This is an optimization exercise on Yosys and OpenROAD, whose aim is small area, not a production implementation. RTL that was checked went through simulation tests only; none was proved equivalent to the original.

==> flow/design.v (excerpt) <==
module BridgeTop(Hclk, Hresetn, Hwrite, Hreadyin, Hreadyout, Hwdata, Haddr, Htrans,
                Prdata, Penable, Pwrite, Pselx, Paddr, Pwdata, Hresp, Hrdata);
For scale: ~360 cells after synthesis, roughly 140 flip-flops, about 210 I/O pins.
==> module BridgeTop, before the edit <==
module BridgeTop(Hclk, Hresetn, Hwrite, Hreadyin, Hreadyout, Hwdata, Haddr, Htrans,
                Prdata, Penable, Pwrite, Pselx, Paddr, Pwdata, Hresp, Hrdata);
input Hclk, Hresetn, Hwrite, Hreadyin;
input [1:0] Htrans;
input [31:0] Hwdata, Haddr, Prdata;
output reg Penable, Pwrite, Hreadyout;
output [1:0] Hresp;
output reg [2:0] Pselx;
output reg [31:0] Paddr, Pwdata;
output [31:0] Hrdata;
assign Hrdata = Prdata;
assign Hresp = 2'b00;
localparam [2:0] S_IDLE   = 3'b000,
                 S_WWAIT  = 3'b001,
                 S_READ   = 3'b011,
                 S_WRITE  = 3'b111,
                 S_WRITEP = 3'b101,
                 S_ENABLE = 3'b100,
                 S_WEPR   = 3'b110,
                 S_WEPW   = 3'b010;
wire in_win = Haddr[31] & ~Haddr[30] & ~Haddr[29] & ~Haddr[28] & ~(Haddr[27] & Haddr[26]);
wire valid  = Hreadyin & Htrans[1] & in_win;
wire [2:0] selx = in_win ? {Haddr[27], Haddr[26], ~(Haddr[27] | Haddr[26])} : 3'b000;
reg [2:0] state, state_n;
reg [31:0] a_q, d_q;
always @(*) begin
    case (state)
        S_WWAIT, S_WEPW: state_n = valid ? S_WRITEP : S_WRITE;
        S_READ:          state_n = S_ENABLE;
        S_WRITE:         state_n = ~valid ? S_ENABLE : (Hwrite ? S_WEPW : S_WEPR);
        S_WRITEP:        state_n = Hwrite ? S_WEPW : S_WEPR;
        S_WEPR:          state_n = S_READ;
        default:         state_n = ~valid ? S_IDLE : (Hwrite ? S_WWAIT : S_READ);
    endcase
end
wire st_rd  = (state == S_READ);
wire st_wr  = (state == S_WRITE) | (state == S_WRITEP);
wire st_en  = (state == S_ENABLE) | (state == S_WEPR) | (state == S_WEPW);
wire st_sel = ~((state == S_IDLE) | (state == S_WWAIT));
wire hold   = (state == S_WEPW) & valid;
wire ld_a  = st_rd | st_wr;
wire ld_d  = st_wr;
wire a_new = Hresetn & ~hold;
wire a_old = Hresetn & hold;
wire p_new = Hresetn & ld_a;
wire p_old = Hresetn & ~ld_a;
wire w_new = Hresetn & ld_d;
wire w_old = Hresetn & ~ld_d;
always @(posedge Hclk) begin
    a_q    <= ({32{a_new}} & Haddr)  | ({32{a_old}} & a_q);
    d_q    <= ({32{a_new}} & Hwdata) | ({32{a_old}} & d_q);
    Paddr  <= ({32{p_new}} & a_q)    | ({32{p_old}} & Paddr);
    Pwdata <= ({32{w_new}} & d_q)    | ({32{w_old}} & Pwdata);
end
always @(posedge Hclk) begin
    if (~Hresetn) begin
        state      <= S_IDLE;
        Pwrite     <= 1'b0;
        Pselx      <= 3'b000;
        Penable    <= 1'b0;
        Hreadyout  <= 1'b0;
    end else begin
        state      <= state_n;
        if (ld_a)
            Pwrite <= st_wr;
        Pselx      <= st_sel ? selx : 3'b000;
        Penable    <= st_en;
        Hreadyout  <= ~ld_a;
    end
end
endmodule
export LEC_CHECK = 0
export CAP_MARGIN = 20
export CORE_MARGIN = 2
export CORE_UTILIZATION = 40
export GPL_TIMING_DRIVEN = 0
export SLEW_MARGIN = 20
export BUFFER_PORTS_ARGS = -buffer_cell sky130_fd_sc_hd__buf_1
export POST_FLOORPLAN_TCL = /design/flow/flow/downsize.tcl
export CTS_ARGS = -sink_clustering_enable -repair_clock_nets -dont_use_dummy_load -buf_list sky130_fd_sc_hd__clkbuf_4 -root_buf sky130_fd_sc_hd__clkbuf_8
create_clock -name core_clock -period 3.0 [get_ports {Hclk}]
standard.sh (not shown) runs the stock make flow with config.mk's settings and CLKGATE_MAP_FILE= SYNTH_SCRIPT=/design/flow/synth_recipe.tcl, a recipe that flattens the netlist after the stock synthesis.
==> flow/flow/run.sh <==
#!/bin/bash
# Own flow: the standard ORFS layout (standard.sh) with extra settings
# appended to config.mk from flow/extra.mk:
#  - port buffers from sky130_fd_sc_hd__buf_1 (every port still gets one),
#  - combinational cells from synthesis set to their smallest drive before
#    placement (repair_design and repair_timing upsize where needed),
#  - clock tree options.
# Each tool's full output is in standard_flow.log and the ORFS logs under orfs/logs.
set -euo pipefail
FLOWDIR=$(cd "$(dirname "${BASH_SOURCE[0]}")" && pwd)
sed "s#@FLOWDIR@#$FLOWDIR#g" "$FLOWDIR/extra.mk" >> config.mk
bash standard.sh > standard_flow.log 2>&1
Other scripts of this flow, unchanged in this note and not shown: flow/flow/downsize.tcl, flow/flow/extra.mk
Rerun with:
--- a/flow/design.v
+++ b/flow/design.v
@@ -5,9 +5,9 @@
 input [1:0] Htrans;
 input [31:0] Hwdata, Haddr, Prdata;
 output reg Penable, Pwrite, Hreadyout;
 output [1:0] Hresp;
-output reg [2:0] Pselx;
+output [2:0] Pselx;
 output reg [31:0] Paddr, Pwdata;
 output [31:0] Hrdata;
 assign Hrdata = Prdata;
 assign Hresp = 2'b00;
@@ -20,9 +20,11 @@
                  S_WEPR   = 3'b110,
                  S_WEPW   = 3'b010;
 wire in_win = Haddr[31] & ~Haddr[30] & ~Haddr[29] & ~Haddr[28] & ~(Haddr[27] & Haddr[26]);
 wire valid  = Hreadyin & Htrans[1] & in_win;
-wire [2:0] selx = in_win ? {Haddr[27], Haddr[26], ~(Haddr[27] | Haddr[26])} : 3'b000;
+reg  [1:0] psel_q;
+wire [1:0] selc = in_win ? {Haddr[27] | Haddr[26], ~Haddr[26]} : 2'b00;
+assign Pselx = {psel_q[1] & psel_q[0], psel_q[1] & ~psel_q[0], ~psel_q[1] & psel_q[0]};
 reg [2:0] state, state_n;
 reg [31:0] a_q, d_q;
 always @(*) begin
     case (state)
@@ -56,16 +58,16 @@
 always @(posedge Hclk) begin
     if (~Hresetn) begin
         state      <= S_IDLE;
         Pwrite     <= 1'b0;
-        Pselx      <= 3'b000;
+        psel_q     <= 2'b00;
         Penable    <= 1'b0;
         Hreadyout  <= 1'b0;
     end else begin
         state      <= state_n;
         if (ld_a)
             Pwrite <= st_wr;
-        Pselx      <= st_sel ? selx : 3'b000;
+        psel_q     <= st_sel ? selc : 2'b00;
         Penable    <= st_en;
         Hreadyout  <= ~ld_a;
     end
 end
The new run produced a clean layout; worst setup slack is worse by 16 ps; global-route usage went up by 0.15 points; synthesized area stays flat; cell count hardly moves; hold slack loses 11 ps; clock-buffer cell count does not change; wire length goes down by 1.0%; fmax went down by 0.66%.
The RTL of the first run of this note was laid out without a check of its function.

## static timing again, ports no longer ideal
The flow's constraints put no driver on any port. The routed layouts listed below were extracted and timed again, unchanged, in two steps. Step 1 sets driving cells, clkbuf_16 on the clock port and buf_2 on the other inputs (assumed; they add their load-dependent delay and slew). Step 2 moves the port delays by t, midway between the first and last clock arrival at a register: inputs arrive t later, outputs are due t later. That takes back most of the time a late clock gives input paths. Three values: no drivers, after step 1, after step 2; two values: the first two.
run	t (ns)	setup WS [ns]	worst setup path after step 2	worst register clock-pin slew, ns	worst data-port slew with drivers (ns)
the first run	0.411	0.644 / 0.658 / 0.247	input to register	0.11 / 0.11	0.12
the second run	0.418	0.629 / 0.637 / 0.219	input to register	0.12 / 0.12	0.13
After both steps setup and hold are still met in every run listed. The setup slack of the second run, which loses most, moves by +0.008 ns with the drivers and by -0.410 ns with both steps.
